Background: an optimization exercise with open tools, aiming at small area, a short achievable clock period and few clock cycles. Do not read the settings as production practice. At most, simulation tests tie the RTL to the original design; equivalence was not proved. No activity file was given, so power comes from the tool's default toggle rates.

## job 2026
// CPU_COMP
module CPU_COMP(
input clk,
input rst,
output wire [15:0] imem_addr,
input [7:0] imem_data,
output wire [15:0] dmem_addr,
output wire [7:0] dmem_wdata,
output wire dmem_we,
input [7:0] dmem_rdata,
output wire done
);
==> module CPU_COMP, before the edit <==
module CPU_COMP(
input clk,
input rst,
output wire [15:0] imem_addr,
input [7:0] imem_data,
output wire [15:0] dmem_addr,
output wire [7:0] dmem_wdata,
output wire dmem_we,
input [7:0] dmem_rdata,
output wire done
);
reg [15:0] pc;
reg [7:0]  ir_r;
reg        r_op;              
reg        r_hil;             
reg        r_lol;             
reg        r_hij;             
reg        r_imm;             
reg        m_r;               
reg [7:0]  ir_e;
reg        e_op;
reg        e_lol;
reg        e_imm;
reg        m_e;
reg [15:0] breg;              
reg [12:1] wsel;              
reg        c_inv;             
reg        c_cin;
reg        c_x0;              
reg        c_xf;              
reg        c_we;              
reg [15:0] ac;
reg [15:0] g [1:12];
reg        z;
reg        done_r;
integer    k;
wire [3:0] op = ir_e[7:4];
wire [3:0] x  = ir_e[3:0];
wire o_ldac = e_op & (op == 4'h1);
wire o_tr   = e_op & (op == 4'h3);
wire o_ldr  = e_op & (op == 4'h4);
wire o_jp   = e_op & (op == 4'h5);
wire o_add  = e_op & (op == 4'h6);
wire o_sub  = e_op & (op == 4'h7);
wire o_inc  = e_op & (op == 4'hA);
wire o_dec  = e_op & (op == 4'hB);
wire o_shl  = e_op & (op == 4'hC);
wire o_shr  = e_op & (op == 4'hD);
wire o_clac = e_op & (op == 4'hE);
wire [15:0] xa = c_x0 ? 16'd0 : c_xf ? 16'hFFFF : ac;
wire [15:0] yb = breg ^ {16{c_inv}};
wire [15:0] sum = xa + yb + {15'd0, c_cin};
wire [15:0] xy_x = xa ^ yb;
wire sum_zero = c_xf ? (breg == 16'd1) : &xy_x;
wire sh_two = x[3] | x[2] | x[1];
wire sh_any = sh_two | x[0];
wire [15:0] shl = sh_two ? {ac[13:0], 2'b0} : {ac[14:0], 1'b0};
wire [15:0] shr = sh_two ? {2'b0, ac[15:2]} : {1'b0, ac[15:1]};
wire stall = (o_shl | o_shr) & (x[3] | x[2] | (x[1] & x[0]));    
wire wg = o_ldr | o_inc | o_dec;
wire [12:1] gw = wsel & {12{wg}};
reg [15:0] ac_d;
always @(*) begin
    if (e_lol | o_ldac) ac_d = {8'd0, dmem_rdata};
    else if (e_imm | o_tr | o_add | o_sub | o_clac | ((o_inc | o_dec) & (x == 4'd0))) ac_d = sum;
    else if (o_shl & sh_any) ac_d = shl;
    else if (o_shr & sh_any) ac_d = shr;
    else ac_d = ac;
end
wire jump = o_jp & ~z;
assign dmem_addr  = breg;
assign dmem_wdata = ac[7:0];
assign dmem_we    = c_we;
assign imem_addr  = pc;
assign done       = done_r | m_e;
wire [3:0] rop = ir_r[7:4];
wire [3:0] rx  = ir_r[3:0];
wire n_hil = r_op & (rop == 4'h0);
wire n_hij = r_op & (rop == 4'h5);
wire n_imm = r_op & ((rop == 4'h8) | (rop == 4'h9));
wire n_lol = r_hil;
wire n_op  = ~(n_hil | n_hij | n_imm | r_hil | r_hij);
wire use_g1 = (rop == 4'h2) | (rop == 4'h6) | (rop == 4'h7);
wire use_b  = (rop == 4'h1) | (rop == 4'h3) | (rop == 4'hA) | (rop == 4'hB);
wire [3:0] rsel = use_g1 ? 4'd1 : rx;
wire r_opb = r_op & (use_g1 | use_b);
wire [12:1] gsel;
genvar gi;
generate for (gi = 1; gi <= 12; gi = gi + 1) begin : gs
    assign gsel[gi] = r_opb & (rsel == gi);
end endgenerate
wire fwd_g = |(gsel & gw);             
wire [12:1] grd = gsel & ~gw;
reg [15:0] b_d;
always @(*) begin
    b_d = (r_opb & (rsel == 4'd0)) ? ac_d : 16'd0;
    if (fwd_g) b_d = b_d | sum;
    for (k = 1; k <= 12; k = k + 1)
        if (grd[k]) b_d = b_d | g[k];
    if (r_imm | r_lol) b_d = {r_lol ? ir_e : 8'd0, ir_r};
end
wire r_subi = r_imm & ir_e[4];
always @(posedge clk) begin
    if (stall) ir_e[3:0] <= x - 4'd2;     
    else begin
        ir_e <= ir_r;
        ir_r <= imem_data;
    end
    for (k = 1; k <= 12; k = k + 1)
        wsel[k] <= (rx == k);
    breg <= b_d;
end
always @(posedge clk) begin
    if (rst) begin
        pc <= 16'd0;
        r_op <= 1'b0;
        r_hil <= 1'b0;
        r_lol <= 1'b0;
        r_hij <= 1'b0;
        r_imm <= 1'b0;
        m_r <= 1'b0;
        e_op <= 1'b0;
        e_lol <= 1'b0;
        e_imm <= 1'b0;
        m_e <= 1'b0;
        c_inv <= 1'b0;
        c_cin <= 1'b0;
        c_x0 <= 1'b0;
        c_xf <= 1'b0;
        c_we <= 1'b0;
        ac <= 16'd0;
        z <= 1'b0;
        done_r <= 1'b0;
    end else begin
        if (jump) pc <= {ir_r, imem_data};
        else if (!stall) pc <= pc + 16'd1;
        if (!stall) begin
            r_op  <= n_op;
            r_hil <= n_hil;
            r_lol <= n_lol;
            r_hij <= n_hij;
            r_imm <= n_imm;
            m_r   <= (pc[15:1] == 15'd166);
            e_op  <= r_op;
            e_lol <= r_lol;
            e_imm <= r_imm;
            m_e   <= m_r;
        end
        c_inv <= (r_op & (rop == 4'h7)) | r_subi;
        c_cin <= (r_op & ((rop == 4'h7) | (rop == 4'hA))) | r_subi;
        c_x0  <= r_op & ((rop == 4'h3) | (rop == 4'hA) | (rop == 4'hE));
        c_xf  <= r_op & (rop == 4'hB);
        c_we  <= r_op & ~stall & (rop == 4'h2);
        if (m_e) done_r <= 1'b1;
        ac <= ac_d;
        if (o_sub | (e_imm & c_inv) | o_dec) z <= sum_zero;
    end
end
wire [15:0] gdata = sum & {16{~rst}};
always @(posedge clk) begin
    for (k = 1; k <= 12; k = k + 1)
        if (gw[k] | rst) g[k] <= gdata;
end
endmodule
export LEC_CHECK = 0
export CAP_MARGIN = 20
export CORE_MARGIN = 2
export CORE_UTILIZATION = 50
export CTS_BUF_LIST = sky130_fd_sc_hd__clkbuf_8 sky130_fd_sc_hd__clkbuf_16
export CTS_CLUSTER_DIAMETER = 80
export CTS_CLUSTER_SIZE = 22
export SETUP_SLACK_MARGIN = 5
export SLEW_MARGIN = 20
create_clock -name core_clock -period 8.0 [get_ports {clk}]
run.sh (not shown) runs the stock make flow with config.mk's settings and CLKGATE_MAP_FILE= SYNTH_SCRIPT=/design/flow/synth_recipe.tcl, a recipe that flattens the netlist after the stock synthesis.
Edits applied to the flow inputs when going from job 2026 to job 8679:
--- a/flow/design.v
+++ b/flow/design.v
@@ -19,13 +19,12 @@
 reg        r_imm;             
 reg        m_r;               
 reg [7:0]  ir_e;
 reg        e_op;
 reg        e_lol;
 reg        e_imm;
-reg        m_e;
 reg [15:0] breg;              
 reg [12:1] wsel;              
 reg        c_inv;             
 reg        c_cin;
 reg        c_x0;              
 reg        c_xf;              
@@ -47,13 +46,14 @@
 wire o_dec  = e_op & (op == 4'hB);
 wire o_shl  = e_op & (op == 4'hC);
 wire o_shr  = e_op & (op == 4'hD);
 wire o_clac = e_op & (op == 4'hE);
 wire [15:0] xa = c_x0 ? 16'd0 : c_xf ? 16'hFFFF : ac;
 wire [15:0] yb = breg ^ {16{c_inv}};
-wire [15:0] sum = xa + yb + {15'd0, c_cin};
+wire [16:0] sum17 = {xa, c_cin} + {yb, c_cin};    
+wire [15:0] sum = sum17[16:1];
 wire [15:0] xy_x = xa ^ yb;
 wire sum_zero = c_xf ? (breg == 16'd1) : &xy_x;
 wire sh_two = x[3] | x[2] | x[1];
 wire sh_any = sh_two | x[0];
 wire [15:0] shl = sh_two ? {ac[13:0], 2'b0} : {ac[14:0], 1'b0};
 wire [15:0] shr = sh_two ? {2'b0, ac[15:2]} : {1'b0, ac[15:1]};
@@ -70,13 +70,13 @@
 end
 wire jump = o_jp & ~z;
 assign dmem_addr  = breg;
 assign dmem_wdata = ac[7:0];
 assign dmem_we    = c_we;
 assign imem_addr  = pc;
-assign done       = done_r | m_e;
+assign done       = done_r;
 wire [3:0] rop = ir_r[7:4];
 wire [3:0] rx  = ir_r[3:0];
 wire n_hil = r_op & (rop == 4'h0);
 wire n_hij = r_op & (rop == 4'h5);
 wire n_imm = r_op & ((rop == 4'h8) | (rop == 4'h9));
 wire n_lol = r_hil;
@@ -107,12 +107,16 @@
         ir_e <= ir_r;
         ir_r <= imem_data;
     end
     for (k = 1; k <= 12; k = k + 1)
         wsel[k] <= (rx == k);
     breg <= b_d;
+    c_inv <= (r_op & (rop == 4'h7)) | r_subi;
+    c_cin <= (r_op & ((rop == 4'h7) | (rop == 4'hA))) | r_subi;
+    c_x0  <= r_op & ((rop == 4'h3) | (rop == 4'hA) | (rop == 4'hE));
+    c_xf  <= r_op & (rop == 4'hB);
 end
 always @(posedge clk) begin
     if (rst) begin
         pc <= 16'd0;
         r_op <= 1'b0;
         r_hil <= 1'b0;
@@ -120,17 +124,12 @@
         r_hij <= 1'b0;
         r_imm <= 1'b0;
         m_r <= 1'b0;
         e_op <= 1'b0;
         e_lol <= 1'b0;
         e_imm <= 1'b0;
-        m_e <= 1'b0;
-        c_inv <= 1'b0;
-        c_cin <= 1'b0;
-        c_x0 <= 1'b0;
-        c_xf <= 1'b0;
         c_we <= 1'b0;
         ac <= 16'd0;
         z <= 1'b0;
         done_r <= 1'b0;
     end else begin
         if (jump) pc <= {ir_r, imem_data};
@@ -142,20 +141,15 @@
             r_hij <= n_hij;
             r_imm <= n_imm;
             m_r   <= (pc[15:1] == 15'd166);
             e_op  <= r_op;
             e_lol <= r_lol;
             e_imm <= r_imm;
-            m_e   <= m_r;
         end
-        c_inv <= (r_op & (rop == 4'h7)) | r_subi;
-        c_cin <= (r_op & ((rop == 4'h7) | (rop == 4'hA))) | r_subi;
-        c_x0  <= r_op & ((rop == 4'h3) | (rop == 4'hA) | (rop == 4'hE));
-        c_xf  <= r_op & (rop == 4'hB);
         c_we  <= r_op & ~stall & (rop == 4'h2);
-        if (m_e) done_r <= 1'b1;
+        if (m_r & ~stall) done_r <= 1'b1;
         ac <= ac_d;
         if (o_sub | (e_imm & c_inv) | o_dec) z <= sum_zero;
     end
 end
 wire [15:0] gdata = sum & {16{~rst}};
 always @(posedge clk) begin
==> comparison <==
Relative to job 2026, placement-stage cell area has increased by 1.3% in job 8679.
The global-route usage reported for job 8679 is smaller than that of job 2026 by 0.85 points.
On combinational power, job 2026 tracks job 8679 almost exactly.
In the reports for job 8679 and job 2026, the larger fraction of the core area covered by cells at the end of the flow belongs to job 2026.
Compared with job 2026, job 8679 improves worst slew margin relative to its limit.
In job 8679, the number of signal-net inverters in the final layout came out 1 below the value in job 2026.
When the final numbers for job 8679 and job 2026 were put side by side, the data arrival time of the critical path turned out to be smaller in job 8679.
Job 2026 → job 8679: worst hold slack across all endpoints lower; leakage power figure went down 1.3%.
Per the comparison of job 8679 with job 2026, total power went up by 20 uW, critical path required time went up by 20 ps.
Testbench counts of job 8679, summed over its fixed seeds: cycles 179,256.
For job 2026, only the layout was checked, not whether the RTL still works.

what the ideal ports hide:
No port has a modelled driver above. Below, the same layouts with a new extraction and two added sets of constraints.
Step 1 sets driving cells, clkbuf_16 on the clock port and buf_2 on the other inputs (assumed; they add their load-dependent delay and slew).
Step 2, shift: input delay + t, output delay - t, t = (earliest + latest rising clock arrival at the registers) / 2. This alone moves slack from input paths to output paths.
a / b / c = ideal / step 1 / step 2; a / b = the first two.
run	t, ns	setup slack, ns	worst setup path at the end	slew at the worst register clock pin (ns)	worst data-port slew with drivers (ns)
job 2026	0.563	4.930 / 4.930 / 4.571	input to register	0.10 / 0.10	0.04
job 8679	0.574	4.993 / 4.990 / 4.592	input to register	0.10 / 0.10	0.04
After both steps every run listed still meets setup and hold. For job 8679, which loses most, drivers alone change the setup slack by -0.003 ns; drivers and shift together by -0.401 ns.
